Source: an optimization exercise on an open RTL-to-GDS flow (aim: small area). Production flows keep margins and buffers that such runs may drop. The RTL was checked by simulation tests, not by an equivalence proof against the original design. No activity file was given, so power comes from the tool's default toggle rates. The clock port is modelled as an ideal driver; clocking choices that lean on that would not hold on a real chip.

==> flow/design.v (outline; a module is shown in full before it is edited, if it fits) <==
// module top: 1780 lines
// module fa3: 4 lines
module top(
  input clk,
  input [7:0] sig,
  output signed [7:0] out_1M, out_3M
);
  // ...
==> flow/run.sh <==
#!/bin/bash
# synth_recipe.tcl (not shown) runs the flow's synth.tcl, then flattens the netlist and writes it again
# the make line also repeats each setting of config.mk as NAME=value (left out here)
make -C /OpenROAD-flow-scripts/flow DESIGN_CONFIG=/design/flow/config.mk WORK_HOME=/design/flow/orfs CLKGATE_MAP_FILE= SYNTH_SCRIPT=/design/flow/synth_recipe.tcl finish
==> flow/config.mk <==
export PLATFORM = sky130hd
export DESIGN_NAME = top
export DESIGN_NICKNAME = top
export VERILOG_FILES = /design/flow/design.v
export SDC_FILE = /design/flow/constraint.sdc
export NUM_CORES = 8
export LEC_CHECK = 0
export ABC_AREA = 1
export CAP_MARGIN = 20
export CORE_MARGIN = 2
export CORE_UTILIZATION = 60
export CTS_BUF_LIST = sky130_fd_sc_hd__clkbuf_8
export CTS_CLUSTER_DIAMETER = 60
export CTS_CLUSTER_SIZE = 20
export GPL_TIMING_DRIVEN = 0
export PLACE_DENSITY = 0.7
export SLEW_MARGIN = 20
export SYNTH_HIERARCHICAL = 1
export SYNTH_MEMORY_MAX_BITS = 65536
==> flow/constraint.sdc <==
create_clock -name core_clock -period 10.0 [get_ports {clk}]
set_input_delay 2.0000 -clock core_clock [delete_from_list [all_inputs] [get_ports {clk}]]
set_output_delay 2.0000 -clock core_clock [all_outputs]
set_load 0.01 [all_outputs]
==> qor.yml, run 1 <==
status: "timing/DRC/antenna clean"
die_area_mm2: 0.1785
ys_types: 52
clkbuf_count: 287
synth_edf_count: 8
slowest_stage: "fa_1"
detail_route.drc_violations: 0
dr.max_layer_used: "met4"
m1WireLength_um: 65420
ys_async_sr_fraction_pct: 0
grt_use_met3_pct: 2.995
use_met1_pct: 22.59
cp.depth: 28
pre_cts_slack_ns: 0.01530
fin_hold_ws_ns: 0.2896
final-seq-area_mm2: 0.08842
p_sw_mw: 4.897
placed_area_mm2: 0.1082
vias_per_cell: 4.334
p_total_mw: 25.30
cts.clk_slew.worst_paths_ns: 0.11
num-multi-input-gates: 1152
met3_length_um: 4416
die_h_um: 422.5
worst_pin_slew_ns: 0.8793
largest_cell_class: "sequential cells"
intPower_mw: 20.40
synth_most_common_cell: "dfxtp_1"
ys_top_cells_by_area: "dfxtp_1 (84%), fa_1 (11%), ha_1 (1.2%)"
postRouteAntennaNets: 0
synth_commonest_cells: "dfxtp_1 (4405), fa_1 (598), inv_1 (191)"
fin_util_pct: 64.70
path_class: "flop to flop"
synth_adder_area_share_pct: 12.56
synth_area_mm2: 0.1051
==> run 2, diff against run 1 <==
--- a/flow/design.v
+++ b/flow/design.v
@@ -1,20 +1,19 @@
 module top(
   input clk,
   input [7:0] sig,
   output signed [7:0] out_1M, out_3M
 );
   reg [478:0] x3;   
   reg [545:0] x4;   
-  reg [945:0] x5;   
-  reg [951:0] x6;   
-  reg [957:0] x7;   
+  reg [946:0] x5;   
+  reg [952:0] x6;   
+  reg [958:0] x7;   
   reg [451:0] sl;   
-  reg [7:0] o1;   
   wire [9:0] wb_i;
   reg [4:0] wb_c;   
   reg [1:0] wb_m3;
   reg [2:0] wb_m4;
   reg [2:0] wb_m5;
   reg [3:0] wb_m6;
   reg [4:0] wb_m7;
   wire [16:0] wb;
@@ -24,16 +23,17 @@
   wire [9:0] wl_i;
   reg [3:0] wl_c;   
   reg [1:0] wl_m5;
   reg [2:0] wl_m6;
   reg [3:0] wl_m7;
   wire [8:0] wl;
   reg [7:0] la, lb, lc, ls;   
   reg [7:0] accl;   
+  reg [6:0] ws, accw;   
   assign wb_i = cnt < 10'd303 ? cnt : 10'd604 - cnt;
   always @* begin
     case (wb_i)
       0: wb_c = 17;
       1: wb_c = 17;
       2: wb_c = 17;
       3: wb_c = 17;
       4: wb_c = 17;
@@ -278,16 +278,19 @@
     endcase
   end
   assign wl = {wl_c[3] ? -wl_m7 : wl_m7, wl_c[3] ? -wl_m6 : wl_m6, wl_c[3] ? -wl_m5 : wl_m5};
   wire nzl = |cnt[8:0];
   wire cala = cnt[8:0] == 9'd50;
   wire cals = cnt[8:0] == 9'd51;
   wire calbb = cnt[8:0] == 9'd434;
   wire calc = cnt[8:0] == 9'd468;
+  wire w0 = cnt[8:0] == 9'd64;
+  wire wtake = cnt[8:0] != 9'd98;
+  wire calw = cnt[8:0] == 9'd132;
   wire n0 = accb[0] & nzb;
   wire n1 = accb[1] & nzb;
   wire n2 = accb[2] & nzb;
   wire n3 = accb[3] & nzb;
   wire n4 = accb[4] & nzb;
   wire n5 = accb[5] & nzb;
   wire n6 = accb[6] & nzb;
   wire n7 = accb[7] & nzb;
@@ -1383,22 +1386,22 @@
   wire n1097 = accl[0] & nzl;
   wire n1098 = accl[1] & nzl;
   wire n1099 = accl[2] & nzl;
   wire n1100 = accl[3] & nzl;
   wire n1101 = accl[4] & nzl;
   wire n1102 = accl[5] & nzl;
   wire n1103 = accl[6] & nzl;
   wire n1104 = accl[7] & nzl;
-  wire n1105 = wl[0] & x5[489];
-  wire n1106 = wl[1] & x5[489];
-  wire n1107 = wl[2] & x6[489];
-  wire n1108 = wl[3] & x6[489];
-  wire n1109 = wl[4] & x6[489];
-  wire n1110 = ~x7[489];
+  wire n1105 = wl[0] & x5[490];
+  wire n1106 = wl[1] & x5[490];
+  wire n1107 = wl[2] & x6[490];
+  wire n1108 = wl[3] & x6[490];
+  wire n1109 = wl[4] & x6[490];
+  wire n1110 = ~x7[490];
   wire n1111 = wl[5] & n1110;
   wire n1112 = wl[6] & n1110;
   wire n1113 = wl[7] & n1110;
   wire n1114 = wl[8] & n1110;
   wire n1115, n1116;
   fa3 un1115 (.a(n1097), .b(n1105), .c(n1107), .s(n1115), .co(n1116));
   wire n1117 = (~n1111 & 1'b1) | (~n1111 & n1115) | (1'b1 & n1115);
   wire n1118 = ~n1111 ^ 1'b1 ^ n1115;
@@ -1440,26 +1443,26 @@
   wire n1154 = cala ? accl[1] : la[1];
   wire n1155 = cala ? accl[2] : la[2];
   wire n1156 = cala ? accl[3] : la[3];
   wire n1157 = cala ? accl[4] : la[4];
   wire n1158 = cala ? accl[5] : la[5];
   wire n1159 = cala ? accl[6] : la[6];
   wire n1160 = cala ? accl[7] : la[7];
   wire n1161, n1162;
-  fa3 un1161 (.a(n1153), .b(x7[489]), .c(x6[495]), .s(n1161), .co(n1162));
+  fa3 un1161 (.a(n1153), .b(x7[490]), .c(x6[496]), .s(n1161), .co(n1162));
   wire n1163, n1164;
-  fa3 un1163 (.a(x7[495]), .b(x5[501]), .c(x6[501]), .s(n1163), .co(n1164));
+  fa3 un1163 (.a(x7[496]), .b(x5[502]), .c(x6[502]), .s(n1163), .co(n1164));
   wire n1165, n1166;
-  fa3 un1165 (.a(x7[517]), .b(x5[527]), .c(x6[527]), .s(n1165), .co(n1166));
+  fa3 un1165 (.a(x7[518]), .b(x5[528]), .c(x6[528]), .s(n1165), .co(n1166));
   wire n1167, n1168;
-  fa3 un1167 (.a(x7[527]), .b(x6[533]), .c(x7[533]), .s(n1167), .co(n1168));
-  wire n1169 = ~x7[539];
+  fa3 un1167 (.a(x7[528]), .b(x6[534]), .c(x7[534]), .s(n1167), .co(n1168));
+  wire n1169 = ~x7[540];
   wire n1170, n1171;
-  fa3 un1170 (.a(x7[501]), .b(x7[511]), .c(n1169), .s(n1170), .co(n1171));
+  fa3 un1170 (.a(x7[502]), .b(x7[512]), .c(n1169), .s(n1170), .co(n1171));
   wire n1172, n1173;
   fa3 un1172 (.a(n1161), .b(n1163), .c(n1170), .s(n1172), .co(n1173));
   wire n1174 = (1'b1 & ~n1165) | (1'b1 & ~n1167) | (~n1165 & ~n1167);
   wire n1175 = 1'b1 ^ ~n1165 ^ ~n1167;
   wire n1176 = n1175 & n1172;
   wire n1177 = n1175 ^ n1172;
   wire n1178, n1179;
   fa3 un1178 (.a(n1154), .b(n1162), .c(n1164), .s(n1178), .co(n1179));
@@ -1490,26 +1493,26 @@
   wire n1204 = n1202 ^ n1199;
   wire n1205 = (n1159 & 1'b1) | (n1159 & n1201) | (1'b1 & n1201);
   wire n1206 = n1159 ^ 1'b1 ^ n1201;
   wire n1207 = n1206 & n1203;
   wire n1208 = n1206 ^ n1203;
   wire n1209 = n1160 ^ n1205;
   wire n1210 = n1209 ^ n1207;
   wire n1211, n1212;
-  fa3 un1211 (.a(lb[0]), .b(x7[873]), .c(x6[879]), .s(n1211), .co(n1212));
+  fa3 un1211 (.a(lb[0]), .b(x7[874]), .c(x6[880]), .s(n1211), .co(n1212));
   wire n1213, n1214;
-  fa3 un1213 (.a(x7[879]), .b(x5[885]), .c(x6[885]), .s(n1213), .co(n1214));
+  fa3 un1213 (.a(x7[880]), .b(x5[886]), .c(x6[886]), .s(n1213), .co(n1214));
   wire n1215, n1216;
-  fa3 un1215 (.a(x7[901]), .b(x5[911]), .c(x6[911]), .s(n1215), .co(n1216));
+  fa3 un1215 (.a(x7[902]), .b(x5[912]), .c(x6[912]), .s(n1215), .co(n1216));
   wire n1217, n1218;
-  fa3 un1217 (.a(x7[911]), .b(x6[917]), .c(x7[917]), .s(n1217), .co(n1218));
-  wire n1219 = ~x7[923];
+  fa3 un1217 (.a(x7[912]), .b(x6[918]), .c(x7[918]), .s(n1217), .co(n1218));
+  wire n1219 = ~x7[924];
   wire n1220, n1221;
-  fa3 un1220 (.a(x7[885]), .b(x7[895]), .c(n1219), .s(n1220), .co(n1221));
+  fa3 un1220 (.a(x7[886]), .b(x7[896]), .c(n1219), .s(n1220), .co(n1221));
   wire n1222, n1223;
   fa3 un1222 (.a(n1211), .b(n1213), .c(n1220), .s(n1222), .co(n1223));
   wire n1224 = (1'b1 & ~n1215) | (1'b1 & ~n1217) | (~n1215 & ~n1217);
   wire n1225 = 1'b1 ^ ~n1215 ^ ~n1217;
   wire n1226 = n1225 & n1222;
   wire n1227 = n1225 ^ n1222;
   wire n1228, n1229;
   fa3 un1228 (.a(lb[1]), .b(n1212), .c(n1214), .s(n1228), .co(n1229));
@@ -1540,26 +1543,26 @@
   wire n1254 = n1252 ^ n1249;
   wire n1255 = (lb[6] & 1'b1) | (lb[6] & n1251) | (1'b1 & n1251);
   wire n1256 = lb[6] ^ 1'b1 ^ n1251;
   wire n1257 = n1256 & n1253;
   wire n1258 = n1256 ^ n1253;
   wire n1259 = lb[7] ^ n1255;
   wire n1260 = n1259 ^ n1257;
   wire n1261, n1262;
-  fa3 un1261 (.a(lc[0]), .b(x7[907]), .c(x6[913]), .s(n1261), .co(n1262));
+  fa3 un1261 (.a(lc[0]), .b(x7[908]), .c(x6[914]), .s(n1261), .co(n1262));
   wire n1263, n1264;
-  fa3 un1263 (.a(x7[913]), .b(x5[919]), .c(x6[919]), .s(n1263), .co(n1264));
+  fa3 un1263 (.a(x7[914]), .b(x5[920]), .c(x6[920]), .s(n1263), .co(n1264));
   wire n1265, n1266;
-  fa3 un1265 (.a(x7[935]), .b(x5[945]), .c(x6[945]), .s(n1265), .co(n1266));
+  fa3 un1265 (.a(x7[936]), .b(x5[946]), .c(x6[946]), .s(n1265), .co(n1266));
   wire n1267, n1268;
-  fa3 un1267 (.a(x7[945]), .b(x6[951]), .c(x7[951]), .s(n1267), .co(n1268));
-  wire n1269 = ~x7[957];
+  fa3 un1267 (.a(x7[946]), .b(x6[952]), .c(x7[952]), .s(n1267), .co(n1268));
+  wire n1269 = ~x7[958];
   wire n1270, n1271;
-  fa3 un1270 (.a(x7[919]), .b(x7[929]), .c(n1269), .s(n1270), .co(n1271));
+  fa3 un1270 (.a(x7[920]), .b(x7[930]), .c(n1269), .s(n1270), .co(n1271));
   wire n1272, n1273;
   fa3 un1272 (.a(n1261), .b(n1263), .c(n1270), .s(n1272), .co(n1273));
   wire n1274 = (1'b1 & ~n1265) | (1'b1 & ~n1267) | (~n1265 & ~n1267);
   wire n1275 = 1'b1 ^ ~n1265 ^ ~n1267;
   wire n1276 = n1275 & n1272;
   wire n1277 = n1275 ^ n1272;
   wire n1278, n1279;
   fa3 un1278 (.a(lc[1]), .b(n1262), .c(n1264), .s(n1278), .co(n1279));
@@ -1589,196 +1592,133 @@
   wire n1303 = n1302 & n1299;
   wire n1304 = n1302 ^ n1299;
   wire n1305 = (lc[6] & 1'b1) | (lc[6] & n1301) | (1'b1 & n1301);
   wire n1306 = lc[6] ^ 1'b1 ^ n1301;
   wire n1307 = n1306 & n1303;
   wire n1308 = n1306 ^ n1303;
   wire n1309 = lc[7] ^ n1305;
   wire n1310 = n1309 ^ n1307;
-  wire n1311, n1312;
-  fa3 un1311 (.a(lb[7]), .b(sl[0]), .c(sl[1]), .s(n1311), .co(n1312));
-  wire n1313, n1314;
-  fa3 un1313 (.a(sl[2]), .b(sl[3]), .c(sl[4]), .s(n1313), .co(n1314));
-  wire n1315, n1316;
-  fa3 un1315 (.a(sl[5]), .b(sl[6]), .c(sl[7]), .s(n1315), .co(n1316));
-  wire n1317, n1318;
-  fa3 un1317 (.a(sl[8]), .b(sl[9]), .c(sl[10]), .s(n1317), .co(n1318));
-  wire n1319, n1320;
-  fa3 un1319 (.a(sl[11]), .b(sl[12]), .c(sl[13]), .s(n1319), .co(n1320));
-  wire n1321, n1322;
-  fa3 un1321 (.a(sl[14]), .b(sl[15]), .c(sl[16]), .s(n1321), .co(n1322));
-  wire n1323, n1324;
-  fa3 un1323 (.a(sl[17]), .b(sl[18]), .c(sl[19]), .s(n1323), .co(n1324));
-  wire n1325, n1326;
-  fa3 un1325 (.a(sl[20]), .b(sl[21]), .c(sl[22]), .s(n1325), .co(n1326));
-  wire n1327, n1328;
-  fa3 un1327 (.a(sl[23]), .b(sl[24]), .c(sl[25]), .s(n1327), .co(n1328));
-  wire n1329, n1330;
-  fa3 un1329 (.a(sl[26]), .b(sl[27]), .c(sl[28]), .s(n1329), .co(n1330));
-  wire n1331, n1332;
-  fa3 un1331 (.a(sl[29]), .b(sl[30]), .c(sl[31]), .s(n1331), .co(n1332));
-  wire n1333, n1334;
-  fa3 un1333 (.a(sl[32]), .b(lc[0]), .c(sl[34]), .s(n1333), .co(n1334));
-  wire n1335, n1336;
-  fa3 un1335 (.a(sl[35]), .b(sl[36]), .c(sl[37]), .s(n1335), .co(n1336));
-  wire n1337, n1338;
-  fa3 un1337 (.a(sl[38]), .b(sl[39]), .c(sl[40]), .s(n1337), .co(n1338));
+  wire n1311 = accw[0] & ~w0;
+  wire n1312 = accw[1] & ~w0;
+  wire n1313 = accw[2] & ~w0;
+  wire n1314 = accw[3] & ~w0;
+  wire n1315 = accw[4] & ~w0;
+  wire n1316 = accw[5] & ~w0;
+  wire n1317 = accw[6] & ~w0;
+  wire n1318 = lb[7] & wtake;
+  wire n1319 = n1311 & n1318;
+  wire n1320 = n1311 ^ n1318;
+  wire n1321 = n1312 & n1319;
+  wire n1322 = n1312 ^ n1319;
+  wire n1323 = n1313 & n1321;
+  wire n1324 = n1313 ^ n1321;
+  wire n1325 = n1314 & n1323;
+  wire n1326 = n1314 ^ n1323;
+  wire n1327 = n1315 & n1325;
+  wire n1328 = n1315 ^ n1325;
+  wire n1329 = n1316 & n1327;
+  wire n1330 = n1316 ^ n1327;
+  wire n1331 = n1317 ^ n1329;
+  wire n1332 = calw ? accw[0] : ws[0];
+  wire n1333 = calw ? accw[1] : ws[1];
+  wire n1334 = calw ? accw[2] : ws[2];
+  wire n1335 = calw ? accw[3] : ws[3];
+  wire n1336 = calw ? accw[4] : ws[4];
+  wire n1337 = calw ? accw[5] : ws[5];
+  wire n1338 = calw ? accw[6] : ws[6];
   wire n1339, n1340;
-  fa3 un1339 (.a(sl[41]), .b(sl[42]), .c(sl[43]), .s(n1339), .co(n1340));
-  wire n1341, n1342;
-  fa3 un1341 (.a(sl[44]), .b(sl[45]), .c(sl[46]), .s(n1341), .co(n1342));
-  wire n1343, n1344;
-  fa3 un1343 (.a(sl[47]), .b(sl[48]), .c(sl[49]), .s(n1343), .co(n1344));
-  wire n1345, n1346;
-  fa3 un1345 (.a(sl[50]), .b(sl[51]), .c(sl[52]), .s(n1345), .co(n1346));
-  wire n1347, n1348;
-  fa3 un1347 (.a(sl[53]), .b(sl[54]), .c(sl[55]), .s(n1347), .co(n1348));
-  wire n1349, n1350;
-  fa3 un1349 (.a(sl[56]), .b(sl[57]), .c(sl[58]), .s(n1349), .co(n1350));
-  wire n1351, n1352;
-  fa3 un1351 (.a(sl[59]), .b(sl[60]), .c(sl[61]), .s(n1351), .co(n1352));
-  wire n1353, n1354;
-  fa3 un1353 (.a(sl[62]), .b(sl[63]), .c(sl[64]), .s(n1353), .co(n1354));
-  wire n1355, n1356;
-  fa3 un1355 (.a(sl[65]), .b(sl[66]), .c(sl[67]), .s(n1355), .co(n1356));
-  wire n1357, n1358;
-  fa3 un1357 (.a(la[7]), .b(lc[6]), .c(sl[451]), .s(n1357), .co(n1358));
-  wire n1359, n1360;
-  fa3 un1359 (.a(n1311), .b(n1313), .c(n1315), .s(n1359), .co(n1360));
-  wire n1361, n1362;
-  fa3 un1361 (.a(n1317), .b(n1319), .c(n1321), .s(n1361), .co(n1362));
-  wire n1363, n1364;
-  fa3 un1363 (.a(n1323), .b(n1325), .c(n1327), .s(n1363), .co(n1364));
-  wire n1365, n1366;
-  fa3 un1365 (.a(n1329), .b(n1331), .c(n1333), .s(n1365), .co(n1366));
-  wire n1367, n1368;
-  fa3 un1367 (.a(n1335), .b(n1337), .c(n1339), .s(n1367), .co(n1368));
-  wire n1369, n1370;
-  fa3 un1369 (.a(n1341), .b(n1343), .c(n1345), .s(n1369), .co(n1370));
-  wire n1371, n1372;
-  fa3 un1371 (.a(n1347), .b(n1349), .c(n1351), .s(n1371), .co(n1372));
-  wire n1373 = (1'b1 & n1353) | (1'b1 & n1355) | (n1353 & n1355);
-  wire n1374 = 1'b1 ^ n1353 ^ n1355;
-  wire n1375, n1376;
-  fa3 un1375 (.a(n1374), .b(n1359), .c(n1361), .s(n1375), .co(n1376));
-  wire n1377, n1378;
-  fa3 un1377 (.a(n1363), .b(n1365), .c(n1367), .s(n1377), .co(n1378));
-  wire n1379 = ~n1357;
+  fa3 un1339 (.a(n1332), .b(lb[7]), .c(sl[33]), .s(n1339), .co(n1340));
+  wire n1341 = ~n1339;
+  wire n1342, n1343;
+  fa3 un1342 (.a(sl[32]), .b(sl[67]), .c(n1341), .s(n1342), .co(n1343));
+  wire n1344 = (n1333 & 1'b1) | (n1333 & n1340) | (1'b1 & n1340);
+  wire n1345 = n1333 ^ 1'b1 ^ n1340;
+  wire n1346 = n1345 & ~n1343;
+  wire n1347 = n1345 ^ ~n1343;
+  wire n1348 = (n1334 & 1'b1) | (n1334 & n1344) | (1'b1 & n1344);
+  wire n1349 = n1334 ^ 1'b1 ^ n1344;
+  wire n1350 = n1349 & n1346;
+  wire n1351 = n1349 ^ n1346;
+  wire n1352 = (n1335 & 1'b1) | (n1335 & n1348) | (1'b1 & n1348);
+  wire n1353 = n1335 ^ 1'b1 ^ n1348;
+  wire n1354 = n1353 & n1350;
+  wire n1355 = n1353 ^ n1350;
+  wire n1356 = (n1336 & 1'b1) | (n1336 & n1352) | (1'b1 & n1352);
+  wire n1357 = n1336 ^ 1'b1 ^ n1352;
+  wire n1358 = n1357 & n1354;
+  wire n1359 = n1357 ^ n1354;
+  wire n1360 = (n1337 & 1'b1) | (n1337 & n1356) | (1'b1 & n1356);
+  wire n1361 = n1337 ^ 1'b1 ^ n1356;
+  wire n1362 = n1361 & n1358;
+  wire n1363 = n1361 ^ n1358;
+  wire n1364 = n1338 ^ n1360;
+  wire n1365 = n1364 ^ n1362;
+  wire n1366, n1367;
+  fa3 un1366 (.a(lb[7]), .b(lc[0]), .c(ws[0]), .s(n1366), .co(n1367));
+  wire n1368, n1369;
+  fa3 un1368 (.a(la[7]), .b(lc[6]), .c(sl[451]), .s(n1368), .co(n1369));
+  wire n1370 = (1'b1 & n1366) | (1'b1 & ~n1368) | (n1366 & ~n1368);
+  wire n1371 = 1'b1 ^ n1366 ^ ~n1368;
+  wire n1372, n1373;
+  fa3 un1372 (.a(lc[1]), .b(lc[7]), .c(ws[1]), .s(n1372), .co(n1373));
+  wire n1374, n1375;
+  fa3 un1374 (.a(n1367), .b(n1372), .c(n1370), .s(n1374), .co(n1375));
+  wire n1376 = ~n1369 & n1374;
+  wire n1377 = ~n1369 ^ n1374;
+  wire n1378 = (lc[2] & ws[2]) | (lc[2] & 1'b1) | (ws[2] & 1'b1);
+  wire n1379 = lc[2] ^ ws[2] ^ 1'b1;
   wire n1380, n1381;
-  fa3 un1380 (.a(n1379), .b(n1369), .c(n1371), .s(n1380), .co(n1381));
-  wire n1382, n1383;
-  fa3 un1382 (.a(n1375), .b(n1377), .c(n1380), .s(n1382), .co(n1383));
+  fa3 un1380 (.a(n1379), .b(n1373), .c(n1375), .s(n1380), .co(n1381));
+  wire n1382 = n1376 & n1380;
+  wire n1383 = n1376 ^ n1380;
   wire n1384, n1385;
-  fa3 un1384 (.a(lc[1]), .b(lc[7]), .c(n1312), .s(n1384), .co(n1385));
-  wire n1386, n1387;
-  fa3 un1386 (.a(n1314), .b(n1316), .c(n1318), .s(n1386), .co(n1387));
-  wire n1388, n1389;
-  fa3 un1388 (.a(n1320), .b(n1322), .c(n1324), .s(n1388), .co(n1389));
-  wire n1390, n1391;
-  fa3 un1390 (.a(n1326), .b(n1328), .c(n1330), .s(n1390), .co(n1391));
+  fa3 un1384 (.a(lc[3]), .b(ws[3]), .c(n1378), .s(n1384), .co(n1385));
+  wire n1386 = (1'b1 & n1384) | (1'b1 & n1381) | (n1384 & n1381);
+  wire n1387 = 1'b1 ^ n1384 ^ n1381;
+  wire n1388 = n1387 & n1382;
+  wire n1389 = n1387 ^ n1382;
+  wire n1390 = (lc[4] & ws[4]) | (lc[4] & 1'b1) | (ws[4] & 1'b1);
+  wire n1391 = lc[4] ^ ws[4] ^ 1'b1;
   wire n1392, n1393;
-  fa3 un1392 (.a(n1332), .b(n1334), .c(n1336), .s(n1392), .co(n1393));
-  wire n1394, n1395;
-  fa3 un1394 (.a(n1338), .b(n1340), .c(n1342), .s(n1394), .co(n1395));
+  fa3 un1392 (.a(n1391), .b(n1385), .c(n1386), .s(n1392), .co(n1393));
+  wire n1394 = n1388 & n1392;
+  wire n1395 = n1388 ^ n1392;
   wire n1396, n1397;
-  fa3 un1396 (.a(n1344), .b(n1346), .c(n1348), .s(n1396), .co(n1397));
-  wire n1398, n1399;
-  fa3 un1398 (.a(n1350), .b(n1352), .c(n1354), .s(n1398), .co(n1399));
-  wire n1400, n1401;
-  fa3 un1400 (.a(n1356), .b(n1373), .c(n1360), .s(n1400), .co(n1401));
-  wire n1402, n1403;
-  fa3 un1402 (.a(n1362), .b(n1364), .c(n1366), .s(n1402), .co(n1403));
+  fa3 un1396 (.a(lc[5]), .b(ws[5]), .c(n1390), .s(n1396), .co(n1397));
+  wire n1398 = (1'b1 & n1396) | (1'b1 & n1393) | (n1396 & n1393);
+  wire n1399 = 1'b1 ^ n1396 ^ n1393;
+  wire n1400 = n1399 & n1394;
+  wire n1401 = n1399 ^ n1394;
+  wire n1402 = (lc[6] & ws[6]) | (lc[6] & 1'b1) | (ws[6] & 1'b1);
+  wire n1403 = lc[6] ^ ws[6] ^ 1'b1;
   wire n1404, n1405;
-  fa3 un1404 (.a(n1368), .b(n1370), .c(n1372), .s(n1404), .co(n1405));
-  wire n1406, n1407;
-  fa3 un1406 (.a(n1384), .b(n1386), .c(n1388), .s(n1406), .co(n1407));
-  wire n1408, n1409;
-  fa3 un1408 (.a(n1390), .b(n1392), .c(n1394), .s(n1408), .co(n1409));
-  wire n1410 = ~n1358;
-  wire n1411, n1412;
-  fa3 un1411 (.a(n1410), .b(n1396), .c(n1398), .s(n1411), .co(n1412));
-  wire n1413, n1414;
-  fa3 un1413 (.a(n1376), .b(n1378), .c(n1400), .s(n1413), .co(n1414));
-  wire n1415, n1416;
-  fa3 un1415 (.a(n1402), .b(n1404), .c(n1406), .s(n1415), .co(n1416));
-  wire n1417, n1418;
-  fa3 un1417 (.a(n1408), .b(n1381), .c(n1411), .s(n1417), .co(n1418));
-  wire n1419, n1420;
-  fa3 un1419 (.a(n1413), .b(n1415), .c(n1383), .s(n1419), .co(n1420));
-  wire n1421 = n1417 & n1419;
-  wire n1422 = n1417 ^ n1419;
-  wire n1423, n1424;
-  fa3 un1423 (.a(lc[2]), .b(n1385), .c(n1387), .s(n1423), .co(n1424));
-  wire n1425, n1426;
-  fa3 un1425 (.a(n1389), .b(n1391), .c(n1393), .s(n1425), .co(n1426));
-  wire n1427, n1428;
-  fa3 un1427 (.a(n1395), .b(n1397), .c(n1399), .s(n1427), .co(n1428));
-  wire n1429, n1430;
-  fa3 un1429 (.a(n1401), .b(n1403), .c(n1405), .s(n1429), .co(n1430));
-  wire n1431, n1432;
-  fa3 un1431 (.a(n1407), .b(n1409), .c(n1423), .s(n1431), .co(n1432));
-  wire n1433, n1434;
-  fa3 un1433 (.a(n1425), .b(n1427), .c(n1412), .s(n1433), .co(n1434));
-  wire n1435, n1436;
-  fa3 un1435 (.a(n1414), .b(n1416), .c(n1429), .s(n1435), .co(n1436));
-  wire n1437, n1438;
-  fa3 un1437 (.a(n1431), .b(n1418), .c(n1433), .s(n1437), .co(n1438));
-  wire n1439, n1440;
-  fa3 un1439 (.a(n1435), .b(n1420), .c(n1437), .s(n1439), .co(n1440));
-  wire n1441 = (1'b1 & n1421) | (1'b1 & n1439) | (n1421 & n1439);
-  wire n1442 = 1'b1 ^ n1421 ^ n1439;
-  wire n1443, n1444;
-  fa3 un1443 (.a(lc[3]), .b(n1424), .c(n1426), .s(n1443), .co(n1444));
-  wire n1445, n1446;
-  fa3 un1445 (.a(n1428), .b(n1430), .c(n1432), .s(n1445), .co(n1446));
-  wire n1447 = (1'b1 & n1443) | (1'b1 & n1434) | (n1443 & n1434);
-  wire n1448 = 1'b1 ^ n1443 ^ n1434;
-  wire n1449, n1450;
-  fa3 un1449 (.a(n1448), .b(n1436), .c(n1445), .s(n1449), .co(n1450));
-  wire n1451, n1452;
-  fa3 un1451 (.a(n1438), .b(n1449), .c(n1440), .s(n1451), .co(n1452));
-  wire n1453 = n1441 & n1451;
-  wire n1454 = n1441 ^ n1451;
-  wire n1455 = (lc[4] & 1'b1) | (lc[4] & n1444) | (1'b1 & n1444);
-  wire n1456 = lc[4] ^ 1'b1 ^ n1444;
-  wire n1457, n1458;
-  fa3 un1457 (.a(n1456), .b(n1447), .c(n1446), .s(n1457), .co(n1458));
-  wire n1459, n1460;
-  fa3 un1459 (.a(n1450), .b(n1457), .c(n1452), .s(n1459), .co(n1460));
-  wire n1461 = n1453 & n1459;
-  wire n1462 = n1453 ^ n1459;
-  wire n1463 = (lc[5] & 1'b1) | (lc[5] & n1455) | (1'b1 & n1455);
-  wire n1464 = lc[5] ^ 1'b1 ^ n1455;
-  wire n1465, n1466;
-  fa3 un1465 (.a(n1464), .b(n1458), .c(n1460), .s(n1465), .co(n1466));
-  wire n1467 = n1461 & n1465;
-  wire n1468 = n1461 ^ n1465;
-  wire n1469 = (lc[6] & 1'b1) | (lc[6] & n1463) | (1'b1 & n1463);
-  wire n1470 = lc[6] ^ 1'b1 ^ n1463;
-  wire n1471, n1472;
-  fa3 un1471 (.a(n1470), .b(n1466), .c(n1467), .s(n1471), .co(n1472));
-  wire n1473 = lc[7] ^ n1469;
-  wire n1474 = n1473 ^ n1472;
+  fa3 un1404 (.a(n1403), .b(n1397), .c(n1398), .s(n1404), .co(n1405));
+  wire n1406 = n1400 & n1404;
+  wire n1407 = n1400 ^ n1404;
+  wire n1408 = lc[7] ^ n1402;
+  wire n1409 = n1408 ^ n1405;
+  wire n1410 = n1409 ^ n1406;
   always @(posedge clk) begin
     x3 <= {x3[477:0], sig[3]};
     x4 <= {x4[544:0], sig[4]};
-    x5 <= {x5[944:0], sig[5]};
-    x6 <= {x6[950:0], sig[6]};
-    x7 <= {x7[956:0], sig[7]};
+    x5 <= {x5[945:0], sig[5]};
+    x6 <= {x6[951:0], sig[6]};
+    x7 <= {x7[957:0], sig[7]};
     sl <= {sl[450:0], lb[7]};
     cnt <= cnt + 10'd1;
     accb <= {~n97, n95, n91, n87, n83, n79, n74, n67, n57, n46, n35};
     bh <= {~n1096, n1094, n1089, n1086, n1078, n1063, n1039, n1001, n926, ~n784, n510};
     accl <= {~n1152, n1150, n1146, n1142, n1137, n1133, n1124, n1118};
     la <= {~n1210, n1208, n1204, n1200, n1196, n1191, n1186, n1177};
     lb <= calbb ? ls : {~n1260, n1258, n1254, n1250, n1246, n1241, n1236, n1227};
     lc <= calc ? ls : {~n1310, n1308, n1304, n1300, n1296, n1291, n1286, n1277};
     if (cals) ls <= la;
-    o1 <= {~n1474, n1471, n1468, n1462, n1454, n1442, n1422, n1382};
+    accw <= {n1331, n1330, n1328, n1326, n1324, n1322, n1320};
+    ws <= {~n1365, n1363, n1359, n1355, n1351, n1347, ~n1342};
   end
   assign out_3M = bh[10:3];
-  assign out_1M = o1;
+  assign out_1M = {~n1410, n1407, n1401, n1395, n1389, n1383, n1377, n1371};
 endmodule
 module fa3(input a, input b, input c, output s, output co);
   assign s = a ^ b ^ c;
   assign co = (a & b) | (a & c) | (b & c);
 endmodule
==> flow/flow/run.sh (new file) <==
#!/bin/bash
# The standard flow, with a clock tree built without dummy loads and
# the smallest buffer on each port.
bash standard.sh CTS_ARGS="-sink_clustering_enable -repair_clock_nets -sink_clustering_size 20 -sink_clustering_max_diameter 60 -buf_list sky130_fd_sc_hd__clkbuf_8 -dont_use_dummy_load" BUFFER_PORTS_ARGS="-buffer_cell sky130_fd_sc_hd__buf_1" finish > standard.log 2>&1
==> flow/standard.sh (new file) <==
#!/bin/bash
# synth_recipe.tcl (not shown) runs the flow's synth.tcl, then flattens the netlist and writes it again
# the make line also repeats each setting of config.mk as NAME=value (left out here)
make -C /OpenROAD-flow-scripts/flow DESIGN_CONFIG=/design/flow/config.mk WORK_HOME=/design/flow/orfs CLKGATE_MAP_FILE= SYNTH_SCRIPT=/design/flow/synth_recipe.tcl "${@:-finish}"
==> flow/config.mk (replaced) <==
export PLATFORM = sky130hd
export DESIGN_NAME = top
export DESIGN_NICKNAME = top
export VERILOG_FILES = /design/flow/design.v
export SDC_FILE = /design/flow/constraint.sdc
export NUM_CORES = 8
export LEC_CHECK = 0
export ABC_AREA = 1
export CAP_MARGIN = 20
export CORE_MARGIN = 2
export CORE_UTILIZATION = 60
export GPL_TIMING_DRIVEN = 0
export PLACE_DENSITY = 0.7
export SLEW_MARGIN = 20
export SYNTH_HIERARCHICAL = 1
export SYNTH_MEMORY_MAX_BITS = 65536
removed: flow/run.sh
==> run 2 against run 1 <==
Effect of this change:
- global-route usage down 0.11 points
- critical endpoint unchanged
- sequential share of layout area up 1.0 points
- critical path depth down 2
- core utilization down 0.47 points
- largest power group unchanged
==> qor.yml, run 2 <==
status: "timing/DRC/antenna clean"  # unchanged
clk_latency_ns: 1.02  # about the same
cts.clk_slew.worst_paths_ns: 0.11  # about the same
yosysTopAreaCell: "dfxtp_1"  # unchanged
setup-violations-final: 0  # unchanged
power_leakage_nw: 46.53  # was 46.95 nW
drive_gt1_share_pct: 5.927  # was 6.716%
cts_root_buf: "clkbuf_8"  # unchanged
path_class: "flop to flop"  # unchanged
vias_per_cell: 4.327  # was 4.334
crit_fanout: 10  # unchanged
yosysWarnings: 7  # unchanged
fin_hold_ws_ns: 0.2558  # was 0.2896 ns
maxCapViolCount: 0  # unchanged
cp-end-kind: "flop"  # unchanged
avgSynthCellArea_um2: 17.91  # was 18.14 µm²
io_pins: 25  # unchanged
p_total_mw: 25.03  # was 25.30 mW
drv_slew: 0  # unchanged
num_rows: 153  # unchanged
synth_commonest_cells: "dfxtp_1 (4414), fa_1 (539), inv_1 (213)"  # was dfxtp_1 (4405), fa_1 (598), inv_1 (191)
drt-pass1-iter-count: 4  # was 5
p_per_area_mw_per_mm2: 224.7  # about the same
htreeDepth: 5  # unchanged
ys_ff_latch: 4422  # was 4413
max_slew_margin_pct: 57.24  # was 41.30%
period_share_pct: 94.68  # was 94.83%
largest_reg_flops: 959  # was 958
vdd_ir_drop_max_v: 0.0002005  # was 0.0001911 V
reg.largest.list: "x7: 959 flops, x6: 953 flops, x5: 947 flops"  # was x7: 958 flops, x6: 952 flops, x5: 946 flops
place_congestion: 0.8166  # was 0.8312
top_register: "x7"  # unchanged
postRouteAntennaNets: 0  # unchanged
start_util_pct: 60.26  # was 60.40%
yosys.area.top_type_share_pct: 84.55  # was 83.91%
synth_most_common_cell: "dfxtp_1"  # unchanged
cts_made_buffers: 280  # unchanged
placed_area_mm2: 0.1075  # was 0.1082 mm²
synth_top_flop_cell: "dfxtp_1"  # unchanged
layout_min_cycle_time_ns: 9.468  # was 9.483 ns
post_drt_wl_per_cell_um: 14.99  # was 15.11 µm
nets: 6807  # was 6803
max_freq_ghz: 0.1056  # was 0.1055 GHz
cts_tree: "built"  # unchanged
die_area_mm2: 0.1775  # was 0.1785 mm²
rsz0062_at_grt: "false"  # unchanged
ys_seq_area_share_pct: 84.78  # was 84.14%
required_ns: 10.83  # was 10.89 ns
coreArea_mm2: 0.1734  # was 0.1740 mm²
die_w_um: 421.4  # was 422.5 µm
antenna_found_initial: 5  # was 2
grt_pass1_wl_um: 207500  # was 210300 µm
synth_edf_count: 8  # unchanged
final_area_mm2: 0.1114  # was 0.1126 mm²
dp.final_hpwl_um: 82000  # was 82680 µm
grt_max_degree: 21  # was 22
final_cell_mix: "dfxtp_1 (4414), fa_1 (539), clkbuf_8 (280), inv_1 (213), nand2_1 (189)"  # was dfxtp_1 (4405), fa_1 (598), clkbuf_8 (287), inv_1 (197), nand2_1 (184)
num_vias: 36650  # was 36680
cts.sinks: 4422  # was 4413
grt_use_total_pct: 14.89  # was 15.00%
synth_area_mm2: 0.1045  # was 0.1051 mm²
synthCells: 5835  # was 5792
detail_route.drc_violations: 0  # unchanged
startpoint_type: "flop"  # unchanged
hold_class: "flop to flop"  # unchanged
ys_types: 44  # was 52
crit_arrival_ns: 10.30  # was 10.37 ns
grt_pass1_vias: 38520  # was 39240
layout_commonest_cell: "dfxtp_1"  # unchanged
clock_skew_ns: 0.1218  # was 0.06970 ns
tns_ns: 0  # unchanged
worst_pin_slew_ns: 0.6392  # was 0.8793 ns
dr.first_iter.drc_count: 1722  # was 1696
die_h_um: 421.4  # was 422.5 µm
io_buffers: 21  # unchanged
grt_overflow: 0  # unchanged
ys_async_sr_fraction_pct: 0  # unchanged
ys_top_cells_by_area: "dfxtp_1 (85%), fa_1 (10%), ha_1 (1.4%)"  # was dfxtp_1 (84%), fa_1 (11%), ha_1 (1.2%)
cts_buffer_depth: 4  # unchanged
wl_um: 127000  # was 127900 µm
area_growth_pct: 6.595  # was 7.133%
hold_violations: 0  # unchanged
run 2: cell count changes in the layout (fill, tap and decap cells not counted), sizes merged, moves of 4 or more:
cell and change:
clkinv -7, xnor2 +6, nand3 +5, buf +29
dfxtp +9, clkdlybuf4s50 -21, mux2 -4, fa -59
ha +18, nor2 +29, nand4 +5, o21ai +12
run 2: cell families (layout without fill, tap and decap cells):
logic type      count (synthesis)  after routing  synth area share, %
fa+ha+maj                     655            655                11.71
xor+xnor                       33             33               0.2837
mux                            12             12               0.1185
flops                        4422           4422                84.78
other cells                     2              7             0.007185
buf+inv                       257            562                1.032
simple gates                  366            366                1.602
compound gates                 88             88               0.4681
run 2: modules after synthesis (local to each module, per instance):
| module | area [µm²] | copies in the design | cells inside |
|---|---|---|---|
| top | 93730 | 1 | 5296 |
| fa3 | 20.02 | 539 | 1 |
run 2: worst paths after layout:
kind | depth (start not counted) | slack (ns) | to | start
setup / recovery | 26 | 0.53 | bh[10] | cnt[2]
hold / removal | 0 | 0.26 | x7[189] | x7[188]
setup reg to reg | 26 | 0.53 | bh[10] | cnt[2]
hold reg to reg | 0 | 0.26 | x7[189] | x7[188]
run 2: final cells by class:
type	count	area [µm²]
Sequential cell	4422	88610
Fill cell	12110	62030
Buffer	33	231.5
Clock buffer	280	3854
Multi-Input combinational cell	1157	14840
Timing Repair Buffer	25	108.9
Antenna cell	4	10.01
Tap cell	2325	2909
Inverter	224	848.3
run 2: power by group:
group / switching [mW] / internal (mW) / leakage [nW]
combinational: 0.0453 / 0.0428 / 8.78
sequential: 0.0253 / 17.7 / 35.7
clock: 4.69 / 2.54 / 2.01
run 2: metrics by stage:
step / setup WS, ns / util (%) / instances
floorplan: 1.387 / - / 5836
global placement: -0.1286 / 61.99 / 8182
detailed placement: -0.1166 / 61.99 / 8183
CTS: 0.1212 / 64.22 / 8463
global route: 0.08613 / 64.23 / 8469
finish: 0.5321 / 64.24 / 8470
run 2: critical path, cell delays in order, from the launching register on:
cell      delay, ns
dfxtp_1        0.55
nand2_2        0.16
nor4_1         0.30
nand4_1        0.13
buf_4          0.18
clkbuf_2       0.27
o21ai_1        0.37
fa_1           0.49
fa_1           0.54
fa_1           0.43
fa_1           0.45
fa_1           0.44
fa_1           0.52
fa_1           0.54
inv_1          0.06
fa_1           0.46
fa_1           0.49
inv_1          0.05
fa_1           0.39
fa_1           0.43
fa_1           0.41
fa_1           0.49
ha_1           0.24
fa_1           0.40
ha_1           0.22
xnor2_1        0.13
xor2_1         0.16
run 2: metal layers:
| metal | wire (µm) | part of all wire, % | GRT usage [%] |
|---|---|---|---|
| met5 | 0 | 0 | 0 |
| met4 | 4480 | 3.5 | 5.854 |
| met3 | 4827 | 3.8 | 3.063 |
| met2 | 52790 | 42 | 21.44 |
| met1 | 64880 | 51 | 22.30 |
run 2: repair_timing:
action | CTS | global route
hold endpoints to repair | 0 | 0
hold buffers | 0 | 0
endpoints found under the setup margin | 1 | 1
setup buffers | 0 | 3
resized for setup | 2 | 1
pin swaps | 0 | 1
==> run 3, diff against run 2 <==
==> flow/flow/run.sh (replaced) <==
#!/bin/bash
# The standard flow, with a clock tree built without dummy loads and
# the smallest buffer on each port.
bash standard.sh CTS_ARGS="-sink_clustering_enable -repair_clock_nets -sink_clustering_size 10 -sink_clustering_max_diameter 40 -buf_list sky130_fd_sc_hd__clkbuf_4 -dont_use_dummy_load" BUFFER_PORTS_ARGS="-buffer_cell sky130_fd_sc_hd__buf_1" finish > standard.log 2>&1
==> run 3 against run 2 <==
Effect of this change:
- sequential share of layout area is 0.18 points lower
- still clean on timing, DRC and antenna
- clock skew is 0.016 ns higher
- die area stayed put
- via count is 4.2% higher
- worst setup slack better by 0.041 ns
- sequential power hardly changed
- final cell count is 3.2% higher
==> qor.yml, run 3 <==
status: "timing/DRC/antenna clean"  # unchanged
layout_commonest_cell: "dfxtp_1"  # unchanged
vias_per_cell: 4.367  # was 4.327
critPathTopFamily: "adder cells"  # unchanged
hold_violations: 0  # unchanged
path_class: "flop to flop"  # unchanged
dp.final_hpwl_um: 82000  # unchanged
detail_route.drc_violations: 0  # unchanged
postRouteAntennaNets: 0  # unchanged
vdd_ir_drop_max_v: 0.0001622  # was 0.0002005 V
start_util_pct: 60.26  # unchanged
cts_made_buffers: 543  # was 280
grt_overflow: 0  # unchanged
synthCells: 5835  # unchanged
placed_cells: 8183  # unchanged
intPower_mw: 20.24  # was 20.27 mW
htreeDepth: 6  # was 5
post_drt_wl_per_cell_um: 14.83  # was 14.99 µm
io_buffers: 21  # unchanged
slowest_stage: "fa_1"  # was dfxtp_1
synth_most_common_cell: "dfxtp_1"  # unchanged
startpoint_type: "flop"  # unchanged
synth_top_flop_cell: "dfxtp_1"  # unchanged
die_w_um: 421.4  # unchanged
cp-end-kind: "flop"  # unchanged
cts_buffer_depth: 4  # unchanged
yosysTopAreaCell: "dfxtp_1"  # unchanged
multi_input_area_mm2: 0.01484  # unchanged
worst_pin_slew_ns: 0.6460  # was 0.6392 ns
synth_area_mm2: 0.1045  # unchanged
p_per_area_mw_per_mm2: 225.5  # was 224.7 mW/mm²
grt_pass1_wl_um: 214900  # was 207500 µm
grt_max_degree: 17  # was 21
p_total_mw: 25.18  # was 25.03 mW
required_ns: 11.14  # was 10.83 ns
ff2ff_setup_slack_ns: 0.57  # was 0.53 ns
num_rows: 153  # unchanged
setup-violations-final: 0  # unchanged
cp_slowest_stage_delay_ns: 0.55  # about the same
yosysWarnings: 7  # unchanged
period_share_pct: 94.27  # was 94.68%
ys_types: 44  # unchanged
drive_gt1_share_pct: 9.791  # was 5.927%
max_slew_margin_pct: 56.79  # was 57.24%
place_congestion: 0.8166  # unchanged
crit_fanout: 10  # unchanged
die_area_mm2: 0.1775  # unchanged
drt-pass1-iter-count: 5  # was 4
final_cells: 8743  # was 8470
wl_um: 129700  # was 127000 µm
crit_arrival_ns: 10.57  # was 10.30 ns
combPwrFrac_pct: 0.4  # about the same
avgSynthCellArea_um2: 17.91  # unchanged
cts.sinks: 4422  # unchanged
ys_top_cells_by_area: "dfxtp_1 (85%), fa_1 (10%), ha_1 (1.4%)"  # unchanged
reg.largest.list: "x7: 959 flops, x6: 953 flops, x5: 947 flops"  # unchanged
clk_latency_ns: 1.36  # was 1.02 ns
cp.buffers_inverters: 4  # unchanged
coreArea_mm2: 0.1734  # unchanged
final-seq-area_mm2: 0.08861  # unchanged
cts.clk_slew.worst_paths_ns: 0.10  # was 0.11 ns
antenna_found_initial: 4  # was 5
yosys.area.top_type_share_pct: 84.55  # unchanged
io_pins: 25  # unchanged
cts_tree: "built"  # unchanged
p_sw_share_pct: 19.60  # was 19.03%
ys_async_sr_fraction_pct: 0  # unchanged
grt_pass1_vias: 41300  # was 38520
dr.first_iter.drc_count: 1445  # was 1722
p_seq_share_pct: 70.3  # was 70.8%
final_cell_mix: "dfxtp_1 (4414), clkbuf_4 (543), fa_1 (539), inv_1 (213), nand2_1 (189)"  # was dfxtp_1 (4414), fa_1 (539), clkbuf_8 (280), inv_1 (213), nand2_1 (189)
area_growth_pct: 6.832  # was 6.595%
clockPowerShare_pct: 29.3  # was 28.9%
synth_edf_count: 8  # unchanged
synth_commonest_cells: "dfxtp_1 (4414), fa_1 (539), inv_1 (213)"  # unchanged
timing.critical_path.mode_cell: "fa_1"  # unchanged
hold_class: "flop to flop"  # unchanged
p_sw_mw: 4.936  # was 4.764 mW
holdBufCountCts: 0  # unchanged
clock_skew_ns: 0.1376  # was 0.1218 ns
top_register: "x7"  # unchanged
ys_seq_area_share_pct: 84.78  # unchanged
rsz0062_at_grt: "false"  # unchanged
drv_slew: 0  # unchanged
die_h_um: 421.4  # unchanged
num_vias: 38180  # was 36650
max_freq_ghz: 0.1061  # was 0.1056 GHz
power_leakage_nw: 47.02  # was 46.53 nW
maxCapViolCount: 0  # unchanged
layout_min_cycle_time_ns: 9.427  # was 9.468 ns
nets: 7070  # was 6807
largest_reg_flops: 959  # unchanged
ys_ff_latch: 4422  # unchanged
cts_root_buf: "clkbuf_4"  # was clkbuf_8
grt_use_total_pct: 15.39  # was 14.89%
n_fill_cell: 12280  # was 12110
[run 3: cell counts after synthesis]
Identical to the previous run, type by type.
[run 3: layout make-up]
class | count | share of cell area (%)
Antenna cell | 14 | 0.03138
Buffer | 33 | 0.2073
Clock buffer | 543 | 3.651
Inverter | 224 | 0.7597
Multi-Input combinational cell | 1157 | 13.29
Sequential cell | 4422 | 79.35
Tap cell | 2325 | 2.605
Timing Repair Buffer | 25 | 0.09749
[run 3: path summary, 6_finish.rpt]
check | cells past startpoint | start | endpoint
worst min register to register | 0 | x4[429] | x4[430]
worst min-delay path | 0 | x4[429] | x4[430]
worst max register to register | 26 | cnt[2] | bh[10]
worst max-delay path | 26 | cnt[2] | bh[10]
[run 3: timing repair]
action	CTS	global route
resized for setup	1	3
buffers inserted	0	3
gates cloned	0	0
setup endpoints to repair	1	1
pin swaps	0	1
[run 3: stage by stage]
| stage | setup slack [ns] | utilization [%] | cell area, µm² | TNS, ns | hold WS (ns) |
|---|---|---|---|---|---|
| 2_1_floorplan | 1.387 | - | 104500 | 0 | 0.3096 |
| 3_3_place_gp | -0.1286 | 61.99 | 107500 | -0.1286 | 0.3097 |
| 3_5_place_dp | -0.1166 | 61.99 | 107500 | -0.1166 | 0.3121 |
| 4_1_cts | 0.06545 | 64.34 | 111600 | 0 | 0.2492 |
| 5_1_grt | 0.1686 | 64.38 | 111700 | 0 | 0.2500 |
| 6_report | 0.5728 | 64.38 | 111700 | 0 | 0.2401 |
[run 3: power groups by stage]
stage	clock network [mW]	registers [mW]	logic (mW)
final	7.38	17.7	0.0881
after global routing	8.52	17.7	0.106
after CTS	7.81	17.7	0.0930
after detailed placement	0	18.1	0.0928
after global placement	0	18.1	0.0898
after floorplan	0	18.1	0.0675
[run 3: logic make-up (layout without fill, tap and decap cells)]
logic type	after synthesis	in the layout	share of synthesized area, %
other	2	17	0.007185
DFF	4422	4422	84.78
muxes	12	12	0.1185
buffers and inverters	257	825	1.032
adders and majority gates	655	655	11.71
xor gates and xnor gates	33	33	0.2837
AOI/OAI and AO/OA	88	88	0.4681
and+or+nand+nor	366	366	1.602
[run 3: metal layers]
metal	routed length, µm	GRT usage, %
met5	0	0
met4	4619	7.288
met3	6007	4.134
met2	54730	21.89
met1	64300	22.12
[run 3: modules after synthesis (local to each module, per instance)]
module	flops+latches	cells	area (µm²)	copies in the design
top	4422	5296	93730	1
fa3	0	1	20.02	539
==> run 4, diff against run 3 <==
==> flow/flow/run.sh (replaced) <==
#!/bin/bash
# The standard flow, with a clock tree built without dummy loads and
# the smallest buffer on each port.
bash standard.sh CTS_ARGS="-sink_clustering_enable -repair_clock_nets -sink_clustering_size 28 -sink_clustering_max_diameter 70 -buf_list sky130_fd_sc_hd__clkbuf_16 -dont_use_dummy_load" BUFFER_PORTS_ARGS="-buffer_cell sky130_fd_sc_hd__buf_1" finish > standard.log 2>&1
==> run 4 against run 3 <==
Effect of this change:
- largest power group unchanged
- design area is 0.52% higher
- non-clock buffer count stayed put
- die area stayed put
- sequential share of layout area is 0.41 points lower
- clock power is 9.5% higher
- critical path depth stayed put
- routed wire length is 0.13% lower
- critical path type unchanged
- via count is 4.8% lower
- worst setup slack worse by 0.015 ns
- still clean
- worst hold slack better by 0.0039 ns
==> qor.yml, run 4 <==
synthCells: 5835  # unchanged
ff2ff_setup_slack_ns: 0.56  # was 0.57 ns
rsz0062_at_grt: "false"  # unchanged
place_congestion: 0.8166  # unchanged
min_from: "sl[274]"  # was x4[429]
postRouteAntennaNets: 0  # unchanged
cts_made_buffers: 187  # was 543
coreArea_mm2: 0.1734  # unchanged
worst_pin_slew_ns: 0.6518  # was 0.6460 ns
slowest_stage: "fa_1"  # unchanged
final_cell_mix: "dfxtp_1 (4414), fa_1 (539), inv_1 (213), nand2_1 (189), clkbuf_16 (187)"  # was dfxtp_1 (4414), clkbuf_4 (543), fa_1 (539), inv_1 (213), nand2_1 (189)
fin_util_pct: 64.71  # was 64.38%
startpoint_type: "flop"  # unchanged
grt_use_total_pct: 15.15  # was 15.39%
num_rows: 153  # unchanged
dr.first_iter.drc_count: 1932  # was 1445
ys_types: 44  # unchanged
post_drt_wl_per_cell_um: 15.46  # was 14.83 µm
reg.largest.list: "x7: 959 flops, x6: 953 flops, x5: 947 flops"  # unchanged
area_growth_pct: 7.385  # was 6.832%
die_area_mm2: 0.1775  # unchanged
multi_input_area_mm2: 0.01484  # unchanged
tns_ns: 0  # unchanged
io_pins: 25  # unchanged
holdBufCountCts: 0  # unchanged
io_buffers: 21  # unchanged
layout_commonest_cell: "dfxtp_1"  # unchanged
final-seq-area_mm2: 0.08861  # unchanged
grt_max_degree: 29  # was 17
yosysWarnings: 7  # unchanged
cts_tree: "built"  # unchanged
whs_endpoint: "sl[275]"  # was x4[430]
required_ns: 10.63  # was 11.14 ns
synth_edf_count: 8  # unchanged
start_util_pct: 60.26  # unchanged
regToRegStartpoint: "cnt[2]"  # unchanged
yosys.area.top_type_share_pct: 84.55  # unchanged
cts.sinks: 4422  # unchanged
hold_path_depth: 0  # unchanged
ys_ff_latch: 4422  # unchanged
status: "timing/DRC/antenna clean"  # unchanged
max_freq_ghz: 0.1059  # was 0.1061 GHz
power_leakage_nw: 46.83  # was 47.02 nW
die_h_um: 421.4  # unchanged
cp_slowest_stage_delay_ns: 0.55  # about the same
cp-end-kind: "flop"  # unchanged
reg2reg_to: "bh[10]"  # unchanged
max_slew_margin_pct: 56.40  # was 56.79%
ys_top_cells_by_area: "dfxtp_1 (85%), fa_1 (10%), ha_1 (1.4%)"  # unchanged
crit_arrival_ns: 10.07  # was 10.57 ns
drive_gt1_share_pct: 4.481  # was 9.791%
antenna_found_initial: 2  # was 4
nets: 6714  # was 7070
synth_area_mm2: 0.1045  # unchanged
ys_seq_area_share_pct: 84.78  # unchanged
synth_most_common_cell: "dfxtp_1"  # unchanged
detail_route.drc_violations: 0  # unchanged
synth_top_flop_cell: "dfxtp_1"  # unchanged
wl_um: 129500  # was 129700 µm
cts_buffer_depth: 3  # was 4
p_per_area_mw_per_mm2: 230.5  # was 225.5 mW/mm²
cp-startpoint: "cnt[2]"  # unchanged
drv_slew: 0  # unchanged
avgSynthCellArea_um2: 17.91  # unchanged
cts_root_buf: "clkbuf_16"  # was clkbuf_4
die_w_um: 421.4  # unchanged
hold_violations: 0  # unchanged
final_cells: 8377  # was 8743
cts.clk_slew.worst_paths_ns: 0.10  # about the same
largest_reg_flops: 959  # unchanged
clock_skew_ns: 0.09462  # was 0.1376 ns
top_register: "x7"  # unchanged
placed_cells: 8183  # unchanged
yosysTopAreaCell: "dfxtp_1"  # unchanged
vias_per_cell: 4.338  # was 4.367
num_vias: 36340  # was 38180
grt_pass1_vias: 38400  # was 41300
drt-pass1-iter-count: 5  # unchanged
period_share_pct: 94.43  # was 94.27%
vdd_ir_drop_max_v: 0.0002057  # was 0.0001622 V
hold_class: "flop to flop"  # unchanged
grt_pass1_wl_um: 210400  # was 214900 µm
fin_hold_ws_ns: 0.2441  # was 0.2401 ns
setup-violations-final: 0  # unchanged
timing.critical_path.mode_cell: "fa_1"  # unchanged
layout_min_cycle_time_ns: 9.443  # was 9.427 ns
r2r_cells: 26  # unchanged
grt_overflow: 0  # unchanged
clk_latency_ns: 0.83  # was 1.36 ns
crit_fanout: 10  # unchanged
dp.final_hpwl_um: 82000  # unchanged
maxCapViolCount: 0  # unchanged
n_fill_cell: 11980  # was 12280
p_total_mw: 25.87  # was 25.18 mW
htreeDepth: 4  # was 6
path_class: "flop to flop"  # unchanged
ys_async_sr_fraction_pct: 0  # unchanged
synth_commonest_cells: "dfxtp_1 (4414), fa_1 (539), inv_1 (213)"  # unchanged
==> run 4: changes by cell type in the layout (fill, tap and decap cells not counted) <==
cell,before,now
clkbuf_4,543,0
clkbuf_16,0,187
diode_2,14,4
==> run 4: power by group <==
group          switching (mW)  leakage (nW)  internal (mW)  total, mW
clock network            4.73          2.30           3.34       8.08
logic                  0.0453          8.78         0.0428     0.0881
registers              0.0265          35.7           17.7       17.7
total                    4.80          46.8           21.1       25.9
==> run 4: cell families after synthesis <==
kind of cell / after synthesis / share of synthesized area [%]
AOI/OAI and AO/OA: 88 / 0.4681
xor gates and xnor gates: 33 / 0.2837
buffers and inverters: 257 / 1.032
muxes: 12 / 0.1185
and+or+nand+nor: 366 / 1.602
other: 2 / 0.007185
DFF: 4422 / 84.78
adders and majority gates: 655 / 11.71
==> run 4: how the worst max path moves through the flow <==
stage	slack (ns)	depth (start not counted)	to
finish	0.56	26	bh[10]
global route	0.15	24	bh[10]
CTS	0.04	25	bh[10]
detailed placement	-0.12	25	bh[10]
global placement	-0.13	23	bh[10]
floorplan	1.39	24	bh[10]
==> run 4: Yosys stat by module (local to each module, per instance) <==
module	cell area, µm²	copies in the design	flip-flops and latches
top	93730	1	4422
fa3	20.02	539	0
==> run 4: layer usage <==
layer,vias up,routed length [µm],GRT usage [%]
li1,18120,-,-
met1,17660,65570,22.54
met2,348,56360,22.92
met3,217,4386,2.835
met4,0,3168,4.373
met5,-,0,0
==> run 4: worst max-delay path, delay by kind of cell, from the launching register on <==
family / cells / cell delay (ns)
AO/OA/AOI/OAI: 1 / 0.37
adder cells (fa/ha/maj): 16 / 6.94
flip-flops: 1 / 0.53
AND/OR/NAND/NOR: 3 / 0.59
buffers and inverters: 4 / 0.56
XOR/XNOR: 2 / 0.29
==> run 4: cell type report <==
cell class	count	area share [%]
Sequential cell	4422	78.95
Multi-Input combinational cell	1157	13.22
Clock buffer	187	4.169
Tap cell	2325	2.592
Inverter	224	0.7558
Buffer	33	0.2062
Timing Repair Buffer	25	0.09699
Antenna cell	4	0.008918
==> run 4: metrics by stage <==
stage | setup WS [ns] | area, µm²
after detailed placement | -0.1166 | 107500
after global routing | 0.1469 | 112200
final | 0.5574 | 112200
after global placement | -0.1286 | 107500
after floorplan | 1.387 | 104500
after CTS | 0.04453 | 112200
==> run 4: timing repair <==
action | 4_1_cts | 5_1_grt
resized for setup | 1 | 3
pin swaps | 0 | 1
endpoints found under the setup margin | 1 | 2
buffers inserted | 0 | 3
==> run 5, diff against run 4 <==
==> flow/flow/run.sh (replaced) <==
#!/bin/bash
# The standard flow, with a clock tree built without dummy loads and
# the smallest buffer on each port.
bash standard.sh CTS_ARGS="-sink_clustering_enable -repair_clock_nets -sink_clustering_size 36 -sink_clustering_max_diameter 60 -buf_list sky130_fd_sc_hd__clkbuf_16 -dont_use_dummy_load" BUFFER_PORTS_ARGS="-buffer_cell sky130_fd_sc_hd__buf_1" finish > standard.log 2>&1
==> run 5 against run 4 <==
Effect of this change:
- sequential power barely moved
- via count fell by 0.68%
- critical path type unchanged
- global-route usage fell by 0.34 points
==> qor.yml, run 5 <==
area_growth_pct: 7.069  # was 7.385%
synth_area_mm2: 0.1045  # unchanged
combPwrFrac_pct: 0.3  # about the same
max_slew_margin_pct: 56.70  # was 56.40%
whs_endpoint: "x3[64]"  # was sl[275]
ys_ff_latch: 4422  # unchanged
grt_use_total_pct: 14.81  # was 15.15%
synthCells: 5835  # unchanged
p_sw_mw: 4.753  # was 4.805 mW
ys_types: 44  # unchanged
tns_ns: 0  # unchanged
ys_async_sr_fraction_pct: 0  # unchanged
min_from: "x3[63]"  # was sl[274]
io_buffers: 21  # unchanged
avgSynthCellArea_um2: 17.91  # unchanged
slowest_stage: "fa_1"  # unchanged
power_leakage_nw: 46.67  # was 46.83 nW
synth_adder_area_share_pct: 11.71  # unchanged
crit_fanout: 10  # unchanged
num_rows: 153  # unchanged
muxShareOfSynthArea_pct: 0.1185  # unchanged
start_util_pct: 60.26  # unchanged
drv_slew: 0  # unchanged
num_vias: 36090  # was 36340
cp_slowest_stage_delay_ns: 0.56  # was 0.55 ns
yosysWarnings: 7  # unchanged
synth_compound_area_share_pct: 0.4681  # unchanged
cts_root_buf: "clkbuf_16"  # unchanged
grt_max_degree: 37  # was 29
startpoint_type: "flop"  # unchanged
synth_most_common_cell: "dfxtp_1"  # unchanged
intPower_mw: 20.86  # was 21.07 mW
top_register: "x7"  # unchanged
hold_violations: 0  # unchanged
dp.final_hpwl_um: 82000  # unchanged
final_area_mm2: 0.1119  # was 0.1122 mm²
cp.depth: 26  # unchanged
nets: 6701  # was 6714
critPathTopFamily: "adder cells"  # unchanged
largest_reg_flops: 959  # unchanged
synth_xor_area_share_pct: 0.2837  # unchanged
ys_seq_area_share_pct: 84.78  # unchanged
grt_pass1_wl_um: 206100  # was 210400 µm
htreeDepth: 4  # unchanged
detail_route.drc_violations: 0  # unchanged
vias_per_cell: 4.316  # was 4.338
cts_tree: "built"  # unchanged
dr.first_iter.drc_count: 1764  # was 1932
clock_skew_ns: 0.1110  # was 0.09462 ns
reg2reg_to: "bh[10]"  # unchanged
path_class: "flop to flop"  # unchanged
regToRegStartpoint: "cnt[2]"  # unchanged
die_h_um: 421.4  # unchanged
antenna_found_initial: 2  # unchanged
n_fill_cell: 12040  # was 11980
io_pins: 25  # unchanged
ff2ff_setup_slack_ns: 0.53  # was 0.56 ns
cts.clk_slew.worst_paths_ns: 0.12  # was 0.10 ns
cts_made_buffers: 174  # was 187
timing.critical_path.mode_cell: "fa_1"  # unchanged
cts.sinks: 4422  # unchanged
reg.largest.list: "x7: 959 flops, x6: 953 flops, x5: 947 flops"  # unchanged
max_freq_ghz: 0.1056  # was 0.1059 GHz
postRouteAntennaNets: 0  # unchanged
setup-violations-final: 0  # unchanged
grt_overflow: 0  # unchanged
synth_top_family_by_area: "adder cells"  # unchanged
cts_buffer_depth: 3  # unchanged
yosysTopAreaCell: "dfxtp_1"  # unchanged
rsz0062_at_grt: "false"  # unchanged
status: "timing/DRC/antenna clean"  # unchanged
hold_class: "flop to flop"  # unchanged
ys_top_cells_by_area: "dfxtp_1 (85%), fa_1 (10%), ha_1 (1.4%)"  # unchanged
maxCapViolCount: 0  # unchanged
fin_util_pct: 64.52  # was 64.71%
place_congestion: 0.8166  # unchanged
p_seq_share_pct: 69.2  # was 68.4%
r2r_cells: 26  # unchanged
worst_pin_slew_ns: 0.6474  # was 0.6518 ns
period_share_pct: 94.71  # was 94.43%
drive_gt1_share_pct: 4.275  # was 4.481%
yosys.area.top_type_share_pct: 84.55  # unchanged
cp-end-kind: "flop"  # unchanged
layout_commonest_cell: "dfxtp_1"  # unchanged
cp.buffers_inverters: 4  # unchanged
hold_path_depth: 0  # unchanged
placed_area_mm2: 0.1075  # unchanged
grt_pass1_vias: 37690  # was 38400
drt-pass1-iter-count: 6  # was 5
coreArea_mm2: 0.1734  # unchanged
vdd_ir_drop_max_v: 0.0002597  # was 0.0002057 V
synth_top_flop_cell: "dfxtp_1"  # unchanged
p_sw_share_pct: 18.56  # was 18.57%
required_ns: 10.61  # was 10.63 ns
synth_commonest_cells: "dfxtp_1 (4414), fa_1 (539), inv_1 (213)"  # unchanged
clk_latency_ns: 0.84  # was 0.83 ns
layout_min_cycle_time_ns: 9.471  # was 9.443 ns
holdBufCountCts: 0  # unchanged
clockPowerShare_pct: 30.5  # was 31.2%
die_w_um: 421.4  # unchanged
wl_um: 127200  # was 129500 µm
post_drt_wl_per_cell_um: 15.21  # was 15.46 µm
p_total_mw: 25.61  # was 25.87 mW
yosys.area_share.simple_pct: 1.602  # unchanged
crit_arrival_ns: 10.08  # was 10.07 ns
p_per_area_mw_per_mm2: 228.8  # was 230.5 mW/mm²
final_cell_mix: "dfxtp_1 (4414), fa_1 (539), inv_1 (213), nand2_1 (189), clkbuf_16 (174)"  # was dfxtp_1 (4414), fa_1 (539), inv_1 (213), nand2_1 (189), clkbuf_16 (187)
synth_edf_count: 8  # unchanged
die_area_mm2: 0.1775  # unchanged
[run 5: changes by cell type in the layout (fill, tap and decap cells not counted)]
cell,before,now
clkbuf_16,187,174
diode_2,4,2
[run 5: logic make-up (layout without fill, tap and decap cells)]
group / Yosys count / count (layout)
and+or+nand+nor: 366 / 366
xor gates and xnor gates: 33 / 33
muxes: 12 / 12
adders and majority gates: 655 / 655
buffers and inverters: 257 / 456
AOI/OAI and AO/OA: 88 / 88
other: 2 / 5
DFF: 4422 / 4422
[run 5: how the worst max path moves through the flow]
stage	slack (ns)	from	end
6_report	0.53	cnt[2]	bh[10]
5_1_grt	0.12	cnt[2]	bh[10]
4_1_cts	0.03	cnt[2]	bh[10]
3_5_place_dp	-0.12	cnt[2]	bh[10]
3_3_place_gp	-0.13	cnt[2]	bh[10]
2_1_floorplan	1.39	cnt[2]	bh[10]
[run 5: layer usage]
| layer | part of all wire, % | global-route usage [%] | vias up |
|---|---|---|---|
| met1 | 51 | 22.30 | 17450 |
| met4 | 2.7 | 4.558 | 0 |
| li1 | - | - | 18080 |
| met5 | 0 | 0 | - |
| met3 | 3.5 | 2.774 | 209 |
| met2 | 42 | 21.97 | 354 |
[run 5: metrics by stage]
step / std cells / hold WS (ns) / setup WS [ns]
after floorplan: 5836 / 0.3096 / 1.387
after global placement: 8182 / 0.3097 / -0.1286
after detailed placement: 8183 / 0.3121 / -0.1166
after CTS: 8357 / 0.2572 / 0.02664
after global routing: 8360 / 0.2504 / 0.1242
final: 8362 / 0.2521 / 0.5287
[run 5: power by group through the flow]
| stage | sequential (mW) | combinational, mW | clock (mW) |
|---|---|---|---|
| global route | 17.7 | 0.106 | 8.64 |
| floorplan | 18.1 | 0.0675 | 0 |
| CTS | 17.7 | 0.0930 | 8.07 |
| finish | 17.7 | 0.0884 | 7.81 |
| detailed placement | 18.1 | 0.0928 | 0 |
| global placement | 18.1 | 0.0898 | 0 |
[run 5: final cells by class]
cell class / count / area (µm²) / share of cell area (%)
Sequential cell: 4422 / 88610 / 79.18
Multi-Input combinational cell: 1157 / 14840 / 13.26
Clock buffer: 174 / 4354 / 3.891
Tap cell: 2325 / 2909 / 2.600
Inverter: 224 / 848.3 / 0.7581
Buffer: 33 / 231.5 / 0.2068
Timing Repair Buffer: 25 / 108.9 / 0.09727
Antenna cell: 2 / 5.005 / 0.004472
[run 5: what timing repair did]
item	CTS	global route
cloned	0	0
setup buffers	0	3
pin swaps	0	1
setup endpoints to repair	1	2
gates resized for setup	1	3
[run 5: modules after synthesis (local to each module, per instance)]
module / times used / cell area, µm² / flip-flops and latches
top: 1 / 93730 / 4422
fa3: 539 / 20.02 / 0

port drivers added, routing unchanged:
Ports are ideal in the flow. The routed layouts listed here were re-timed in OpenROAD. Step 1 sets driving cells, clkbuf_16 on the clock port and buf_2 on the other inputs (assumed; they add their load-dependent delay and slew). Step 2 times the ports against the registers' clock, not the clock port: input delays grow and output delays shrink by t, the midpoint of the rising clock arrivals with the driver on. a / b / c = ideal ports / drivers / drivers and shift; a / b = the first two.
run	t, ns	setup WS [ns]	worst slew at a driven data input, ns	cell pins on the clock port's net
run 1	1.062	0.517 / 0.517 / 0.517	0.03	1
run 2	1.037	0.532 / 0.532 / 0.532	0.03	1
run 3	1.365	0.573 / 0.573 / 0.573	0.03	1
run 4	0.870	0.557 / 0.557 / 0.557	0.03	1
run 5	0.857	0.529 / 0.529 / 0.529	0.03	1
After both steps every run listed still meets setup and hold.
